This design comes from an exercise in tuning for small area, a short achievable clock period and few clock cycles per item on the open sky130 flow, not from production work.
Function was checked by simulation only, so behaviour that the tests miss may differ from the original.

## prince_top
module prince_top(
  input [63:0] data,
  input [127:0] key,
  input en_de,
  input clk,
  input rst,
  input start,
  output [63:0] out,
  output done);
Size: about 1300 cells after synthesis, ~260 I/O pins, about 10000 sq um of cells after synthesis.
==> flow/config.mk <==
export PLATFORM = sky130hd
export DESIGN_NAME = prince_top
export DESIGN_NICKNAME = prince_top
export VERILOG_FILES = /design/flow/design.v
export SDC_FILE = /design/flow/constraint.sdc
export NUM_CORES = 4
export LEC_CHECK = 0
export CAP_MARGIN = 20
export CORE_MARGIN = 2
export CORE_UTILIZATION = 40
export CTS_CLUSTER_DIAMETER = 200
export CTS_CLUSTER_SIZE = 36
export SETUP_SLACK_MARGIN = 2.6
export SLEW_MARGIN = 20
==> flow/constraint.sdc <==
create_clock -name core_clock -period 5.5 [get_ports {clk}]
set_input_delay 1.1000 -clock core_clock [delete_from_list [all_inputs] [get_ports {clk}]]
set_output_delay 1.1000 -clock core_clock [all_outputs]
set_load 0.01 [all_outputs]
standard.sh (not shown) runs the stock make flow with config.mk's settings and CLKGATE_MAP_FILE= SYNTH_SCRIPT=/design/flow/synth_recipe.tcl, a recipe that flattens the netlist after the stock synthesis.
==> flow/flow/run.sh <==
#!/bin/bash
# The standard layout, with the smallest plain buffer (buf_1) as the port buffer instead of
# the delay buffer that buffer_ports picks on its own. Every port still gets its buffer.
export BUFFER_PORTS_ARGS="-buffer_cell sky130_fd_sc_hd__buf_1"
bash standard.sh > standard.log 2>&1
The starting point completed with no timing, DRC or antenna violations.
Testbench counts at the start, summed over its fixed seeds: cycles 28,808, items 2,400.
==> next run, changes <==
Settings changed: CTS_CLUSTER_DIAMETER 200 to default, CTS_CLUSTER_SIZE 36 to default, SETUP_SLACK_MARGIN 2.6 to 3.0.
- The new run completed with no timing, DRC or antenna violations
- hold slack improves by 83 ps
- maximum frequency increases by a few percent
- via count increases by roughly a tenth
==> next run, changes <==
==> flow/run.sh (new file) <==
#!/bin/bash
# synth_recipe.tcl (not shown) runs the flow's synth.tcl, then flattens the netlist and writes it again
# the make line also repeats each setting of config.mk as NAME=value (left out here)
make -C /OpenROAD-flow-scripts/flow DESIGN_CONFIG=/design/flow/config.mk WORK_HOME=/design/flow/orfs CLKGATE_MAP_FILE= SYNTH_SCRIPT=/design/flow/synth_recipe.tcl finish
Settings changed: SETUP_SLACK_MARGIN 3.0 to 2.6.
removed: flow/flow/run.sh
removed: flow/standard.sh
Area after synthesis does not change.
Count of clock-buffer cells in the layout climbs by 1.
Routed wire length drops by 14%.
Critical path depth stays the same.
Die area stays the same.
Final cell count drops by 8.0%.
Sequential share of layout area climbs by 0.27 points.
==> next run, changes <==
==> flow/flow/run.sh (new file) <==
#!/bin/bash
# The standard layout, with the smallest plain buffer (buf_1) as the port buffer instead of
# the delay buffer that buffer_ports picks on its own. Every port still gets its buffer.
export BUFFER_PORTS_ARGS="-buffer_cell sky130_fd_sc_hd__buf_1"
bash standard.sh > standard.log 2>&1
==> flow/standard.sh (new file) <==
#!/bin/bash
# synth_recipe.tcl (not shown) runs the flow's synth.tcl, then flattens the netlist and writes it again
# the make line also repeats each setting of config.mk as NAME=value (left out here)
make -C /OpenROAD-flow-scripts/flow DESIGN_CONFIG=/design/flow/config.mk WORK_HOME=/design/flow/orfs CLKGATE_MAP_FILE= SYNTH_SCRIPT=/design/flow/synth_recipe.tcl "${@:-finish}"
Settings changed: SETUP_SLACK_MARGIN 2.6 to 2.7.
removed: flow/run.sh
- The new run completed with no timing, DRC or antenna violations
- utilization falls by 5.9 points
- worst setup slack gets better by 96 ps
- register-to-register slack gains 96 ps
- fmax rises by 3.4%
- wire length goes up by 0.48%
- cell area is lower by 10%
==> next run, changes <==
Settings changed: SETUP_SLACK_MARGIN 2.7 to 2.75.
Wire length decreases slightly; maximum frequency grows by a few percent; cell area went up slightly; setup slack gains 64 ps.
==> next run, changes <==
Settings changed: SETUP_SLACK_MARGIN 2.75 to 2.6.
Result: The changed run passed the timing, DRC and antenna checks. Wire length goes down by about 2%. Synthesized area does not change. First-iteration DRC count fell by 2.9%. Clock skew rises by 8.0 ps. Die area stays the same.


The RTL this note starts from:
==> flow/design.v <==
module Sbox(
  input [3:0] in,
  output [3:0] out
);
  assign out[0] = (in == 4'h0) | (in == 4'h1) | (in == 4'h2) | (in == 4'h6) | (in == 4'h7) | (in == 4'h9) | (in == 4'hD) | (in == 4'hE);
  assign out[1] = (in == 4'h0) | (in == 4'h1) | (in == 4'h2) | (in == 4'h3) | (in == 4'h4) | (in == 4'h8) | (in == 4'h9) | (in == 4'hC);
  assign out[2] = (in == 4'h1) | (in == 4'h5) | (in == 4'h8) | (in == 4'h9) | (in == 4'hC) | (in == 4'hD) | (in == 4'hE) | (in == 4'hF);
  assign out[3] = (in == 4'h0) | (in == 4'h1) | (in == 4'h4) | (in == 4'h5) | (in == 4'h6) | (in == 4'hA) | (in == 4'hC) | (in == 4'hE);
endmodule
module InvSbox(
  input [3:0] in,
  output [3:0] out
);
  assign out[0] = (in == 4'h0) | (in == 4'h1) | (in == 4'h2) | (in == 4'h4) | (in == 4'h5) | (in == 4'h7) | (in == 4'hC) | (in == 4'hF);
  assign out[1] = (in == 4'h0) | (in == 4'h1) | (in == 4'h2) | (in == 4'h3) | (in == 4'h4) | (in == 4'h8) | (in == 4'h9) | (in == 4'hD);
  assign out[2] = (in == 4'h1) | (in == 4'h4) | (in == 4'h5) | (in == 4'h9) | (in == 4'hA) | (in == 4'hC) | (in == 4'hD) | (in == 4'hE);
  assign out[3] = (in == 4'h0) | (in == 4'h4) | (in == 4'h5) | (in == 4'h6) | (in == 4'h7) | (in == 4'h8) | (in == 4'hD) | (in == 4'hE);
endmodule
module MPrime(
  input [63:0] in,
  output [63:0] out
);
  wire p0 = in[63] ^ in[59] ^ in[55] ^ in[51];
  assign out[63] = p0 ^ in[63];
  assign out[59] = p0 ^ in[51];
  assign out[55] = p0 ^ in[55];
  assign out[51] = p0 ^ in[59];
  wire p1 = in[62] ^ in[58] ^ in[54] ^ in[50];
  assign out[62] = p1 ^ in[58];
  assign out[58] = p1 ^ in[62];
  assign out[54] = p1 ^ in[50];
  assign out[50] = p1 ^ in[54];
  wire p2 = in[61] ^ in[57] ^ in[53] ^ in[49];
  assign out[61] = p2 ^ in[53];
  assign out[57] = p2 ^ in[57];
  assign out[53] = p2 ^ in[61];
  assign out[49] = p2 ^ in[49];
  wire p3 = in[60] ^ in[56] ^ in[52] ^ in[48];
  assign out[60] = p3 ^ in[48];
  assign out[56] = p3 ^ in[52];
  assign out[52] = p3 ^ in[56];
  assign out[48] = p3 ^ in[60];
  wire p4 = in[47] ^ in[43] ^ in[39] ^ in[35];
  assign out[47] = p4 ^ in[35];
  assign out[43] = p4 ^ in[39];
  assign out[39] = p4 ^ in[43];
  assign out[35] = p4 ^ in[47];
  wire p5 = in[46] ^ in[42] ^ in[38] ^ in[34];
  assign out[46] = p5 ^ in[46];
  assign out[42] = p5 ^ in[34];
  assign out[38] = p5 ^ in[38];
  assign out[34] = p5 ^ in[42];
  wire p6 = in[45] ^ in[41] ^ in[37] ^ in[33];
  assign out[45] = p6 ^ in[41];
  assign out[41] = p6 ^ in[45];
  assign out[37] = p6 ^ in[33];
  assign out[33] = p6 ^ in[37];
  wire p7 = in[44] ^ in[40] ^ in[36] ^ in[32];
  assign out[44] = p7 ^ in[36];
  assign out[40] = p7 ^ in[40];
  assign out[36] = p7 ^ in[44];
  assign out[32] = p7 ^ in[32];
  wire p8 = in[31] ^ in[27] ^ in[23] ^ in[19];
  assign out[31] = p8 ^ in[19];
  assign out[27] = p8 ^ in[23];
  assign out[23] = p8 ^ in[27];
  assign out[19] = p8 ^ in[31];
  wire p9 = in[30] ^ in[26] ^ in[22] ^ in[18];
  assign out[30] = p9 ^ in[30];
  assign out[26] = p9 ^ in[18];
  assign out[22] = p9 ^ in[22];
  assign out[18] = p9 ^ in[26];
  wire p10 = in[29] ^ in[25] ^ in[21] ^ in[17];
  assign out[29] = p10 ^ in[25];
  assign out[25] = p10 ^ in[29];
  assign out[21] = p10 ^ in[17];
  assign out[17] = p10 ^ in[21];
  wire p11 = in[28] ^ in[24] ^ in[20] ^ in[16];
  assign out[28] = p11 ^ in[20];
  assign out[24] = p11 ^ in[24];
  assign out[20] = p11 ^ in[28];
  assign out[16] = p11 ^ in[16];
  wire p12 = in[15] ^ in[11] ^ in[7] ^ in[3];
  assign out[15] = p12 ^ in[15];
  assign out[11] = p12 ^ in[3];
  assign out[7] = p12 ^ in[7];
  assign out[3] = p12 ^ in[11];
  wire p13 = in[14] ^ in[10] ^ in[6] ^ in[2];
  assign out[14] = p13 ^ in[10];
  assign out[10] = p13 ^ in[14];
  assign out[6] = p13 ^ in[2];
  assign out[2] = p13 ^ in[6];
  wire p14 = in[13] ^ in[9] ^ in[5] ^ in[1];
  assign out[13] = p14 ^ in[5];
  assign out[9] = p14 ^ in[9];
  assign out[5] = p14 ^ in[13];
  assign out[1] = p14 ^ in[1];
  wire p15 = in[12] ^ in[8] ^ in[4] ^ in[0];
  assign out[12] = p15 ^ in[0];
  assign out[8] = p15 ^ in[4];
  assign out[4] = p15 ^ in[8];
  assign out[0] = p15 ^ in[12];
endmodule
module PrinceCore(
  input clk,
  input rst,
  input start,
  input en_de,
  input [63:0] data,
  input [127:0] key,
  output [63:0] out,
  output reg done
);
  reg idle, h, fwd, last;
  reg [2:0] m;
  reg [63:0] st;
  reg idle_n, h_n;
  reg [2:0] m_n;
  always @(*) begin
    idle_n = idle; h_n = h; m_n = m;
    if (rst) begin
      idle_n = 1'b1; h_n = 1'b0; m_n = 3'd0;
    end else if (idle) begin
      if (start) begin idle_n = 1'b0; m_n = 3'd1; end
    end else if (!h) begin
      if (m == 3'd5) h_n = 1'b1;
      else m_n = m + 3'd1;
    end else begin
      if (m == 3'd0) begin idle_n = 1'b1; h_n = 1'b0; end
      else m_n = m - 3'd1;
    end
  end
  wire [63:0] k0 = key[127:64];
  wire [63:0] k1 = key[63:0];
  wire [63:0] k0p = {k0[0], k0[63:2], k0[1] ^ k0[63]};
  wire use_k0 = (idle & en_de) | (last & ~en_de);
  wire use_k0p = (idle & ~en_de) | (last & en_de);
  wire [63:0] wk = ({64{use_k0}} & k0) | ({64{use_k0p}} & k0p);
  wire [63:0] alpha = 64'hc0ac29b7c97c50dd;
  reg [63:0] rct;
  always @(*) begin
    rct = 64'h0;
    if (m == 3'd1) rct = 64'h13198a2e03707344;
    if (m == 3'd2) rct = 64'ha4093822299f31d0;
    if (m == 3'd3) rct = 64'h082efa98ec4e6c89;
    if (m == 3'd4) rct = 64'h452821e638d01377;
    if (m == 3'd5) rct = 64'hbe5466cf34e90c6c;
  end
  wire ax = ~(h ^ en_de);
  wire [63:0] kk = k1 ^ rct ^ ({64{ax}} & alpha) ^ wk;
  wire [63:0] s1, a, mo, s2, b, x;
  genvar i;
  generate for (i = 0; i < 16; i = i + 1) begin : g
    Sbox s(.in(st[4*i+3:4*i]), .out(s1[4*i+3:4*i]));
    InvSbox si(.in(mo[4*i+3:4*i]), .out(s2[4*i+3:4*i]));
  end endgenerate
  wire [63:0] st_sri = {st[63:60], st[11:8], st[23:20], st[35:32], st[47:44], st[59:56], st[7:4], st[19:16], st[31:28], st[43:40], st[55:52], st[3:0], st[15:12], st[27:24], st[39:36], st[51:48]};
  assign a = fwd ? s1 : st_sri;
  MPrime mp(.in(a), .out(mo));
  wire [63:0] m_sr = {mo[63:60], mo[43:40], mo[23:20], mo[3:0], mo[47:44], mo[27:24], mo[7:4], mo[51:48], mo[31:28], mo[11:8], mo[55:52], mo[35:32], mo[15:12], mo[59:56], mo[39:36], mo[19:16]};
  assign b = h ? s2 : m_sr;
  assign x = idle ? data : b;
  always @(posedge clk) begin
    idle <= idle_n;
    h <= h_n;
    m <= m_n;
    fwd <= !idle_n && (!h_n || m_n == 3'd5);
    last <= !idle_n && h_n && m_n == 3'd0;
    if (rst) done <= 1'b0;
    else done <= last;
    st <= x ^ kk;
  end
  assign out = st;
endmodule
module prince_top(
  input [63:0] data,
  input [127:0] key,
  input en_de,
  input clk,
  input rst,
  input start,
  output [63:0] out,
  output done);
  PrinceCore core(.clk(clk), .rst(rst), .start(start), .en_de(en_de), .data(data), .key(key),
                  .out(out), .done(done));
endmodule
clock: 5.5 ns
lec_check: 0
cap_margin: 20
core_margin: 2
core_utilization: 40
gpl_timing_driven: 1
setup_slack_margin: 2.6
slew_margin: 20
==> flow/flow/run.sh <==
#!/bin/bash
# The standard layout, with the smallest plain buffer (buf_1) as the port buffer instead of
# the delay buffer that buffer_ports picks on its own. Every port still gets its buffer.
export BUFFER_PORTS_ARGS="-buffer_cell sky130_fd_sc_hd__buf_1"
bash standard.sh > standard.log 2>&1
Testbench counts at the start, summed over its fixed seeds: cycles 28,808, items 2,400.
Then changed:
--- a/flow/config.mk
+++ b/flow/config.mk
@@ -11 +11 @@
-export GPL_TIMING_DRIVEN = 1
+export PLACE_DENSITY = 0.75
Effect:
- routed wire length went down by 1.5%
- non-clock buffer count went down by 9
- final area went down by 0.79%
- clock skew went down by 0.0075 ns
Then changed:
--- a/flow/config.mk
+++ b/flow/config.mk
@@ -11 +11,2 @@
-export PLACE_DENSITY = 0.75
+export CTS_BUF_LIST = sky130_fd_sc_hd__clkbuf_8
+export CTS_CLUSTER_SIZE = 16
The changed run produced a clean layout; synthesized cell count stays the same; hold slack gets better by 0.023 ns; core utilization shrinks by 0.19 points; setup slack is better by 0.12 ns.
Then changed:
--- a/flow/config.mk
+++ b/flow/config.mk
@@ -10,3 +10 @@
-export CORE_UTILIZATION = 40
-export CTS_BUF_LIST = sky130_fd_sc_hd__clkbuf_8
-export CTS_CLUSTER_SIZE = 16
+export CORE_UTILIZATION = 60
Setup slack loses 0.034 ns.
Fmax came out lower by 1.2%.
Then changed:
--- a/flow/config.mk
+++ b/flow/config.mk
@@ -8 +8 @@
-export CAP_MARGIN = 20
+export CAP_MARGIN = 5
@@ -10 +10 @@
-export CORE_UTILIZATION = 60
+export CORE_UTILIZATION = 40
@@ -12 +12 @@
-export SLEW_MARGIN = 20
+export SLEW_MARGIN = 5
Effect:
- core utilization went down by 24 points
- area after synthesis is unchanged
Then changed:
==> flow/flow/run.sh (replaced) <==
#!/bin/bash
# The standard layout, with the smallest plain buffer (buf_2) as the port buffer instead of
# the delay buffer that buffer_ports picks on its own. Every port still gets its buffer.
export BUFFER_PORTS_ARGS="-buffer_cell sky130_fd_sc_hd__buf_2"
bash standard.sh > standard.log 2>&1
--- a/flow/config.mk
+++ b/flow/config.mk
@@ -8 +8 @@
-export CAP_MARGIN = 5
+export CAP_MARGIN = 20
@@ -12 +12 @@
-export SLEW_MARGIN = 5
+export SLEW_MARGIN = 20
The new run ran to the end with no violations; non-clock buffer count stays the same; wire length hardly moves.

[afterwards: timing with drivers on the ports]
No port has a modelled driver above. Below, the same layouts with a new extraction and two added sets of constraints.
Step 1: set_driving_cell puts a clkbuf_16 on clk and a buf_2 on each other input, an assumption about the parent block.
Step 2 also shifts input and output timing later by t, the mid clock arrival at the registers, as if the neighbouring blocks saw the same clock.
Three values: ideal ports, drivers, drivers and shift; two values: the first two.
run	t, ns	setup slack, ns	worst setup path at the end	worst register clock-pin slew, ns	worst data-port slew with drivers (ns)
the first run of note 1	0.406	2.657 / 2.657 / 2.373	input to register	0.07 / 0.07	0.07
the second run of note 1	0.409	2.779 / 2.779 / 2.534	input to register	0.07 / 0.07	0.05
the third run of note 1	0.402	2.605 / 2.605 / 2.403	input to register	0.07 / 0.07	0.05
the fourth run of note 1	0.393	2.700 / 2.700 / 2.326	input to register	0.06 / 0.06	0.07
the fifth run of note 1	0.401	2.765 / 2.765 / 2.442	input to register	0.06 / 0.06	0.06
the sixth run of note 1	0.406	2.657 / 2.657 / 2.373	input to register	0.07 / 0.07	0.07
the first run of note 2	0.406	2.657 / 2.657 / 2.373	input to register	0.07 / 0.07	0.07
the second run of note 2	0.406	2.522 / 2.551 / 2.145	input to register	0.07 / 0.07	0.05
the third run of note 2	0.436	2.643 / 2.643 / 2.365	input to register	0.11 / 0.11	0.06
the fourth run of note 2	0.397	2.609 / 2.609 / 2.294	input to register	0.06 / 0.06	0.05
the fifth run of note 2	0.406	2.657 / 2.657 / 2.373	input to register	0.07 / 0.07	0.07
the sixth run of note 2	0.402	2.623 / 2.623 / 2.377	input to register	0.07 / 0.07	0.07
After both steps setup and hold are still met in every run listed. The setup slack of the second run of note 2, which loses most, moves by +0.029 ns with the drivers and by -0.377 ns with both steps.
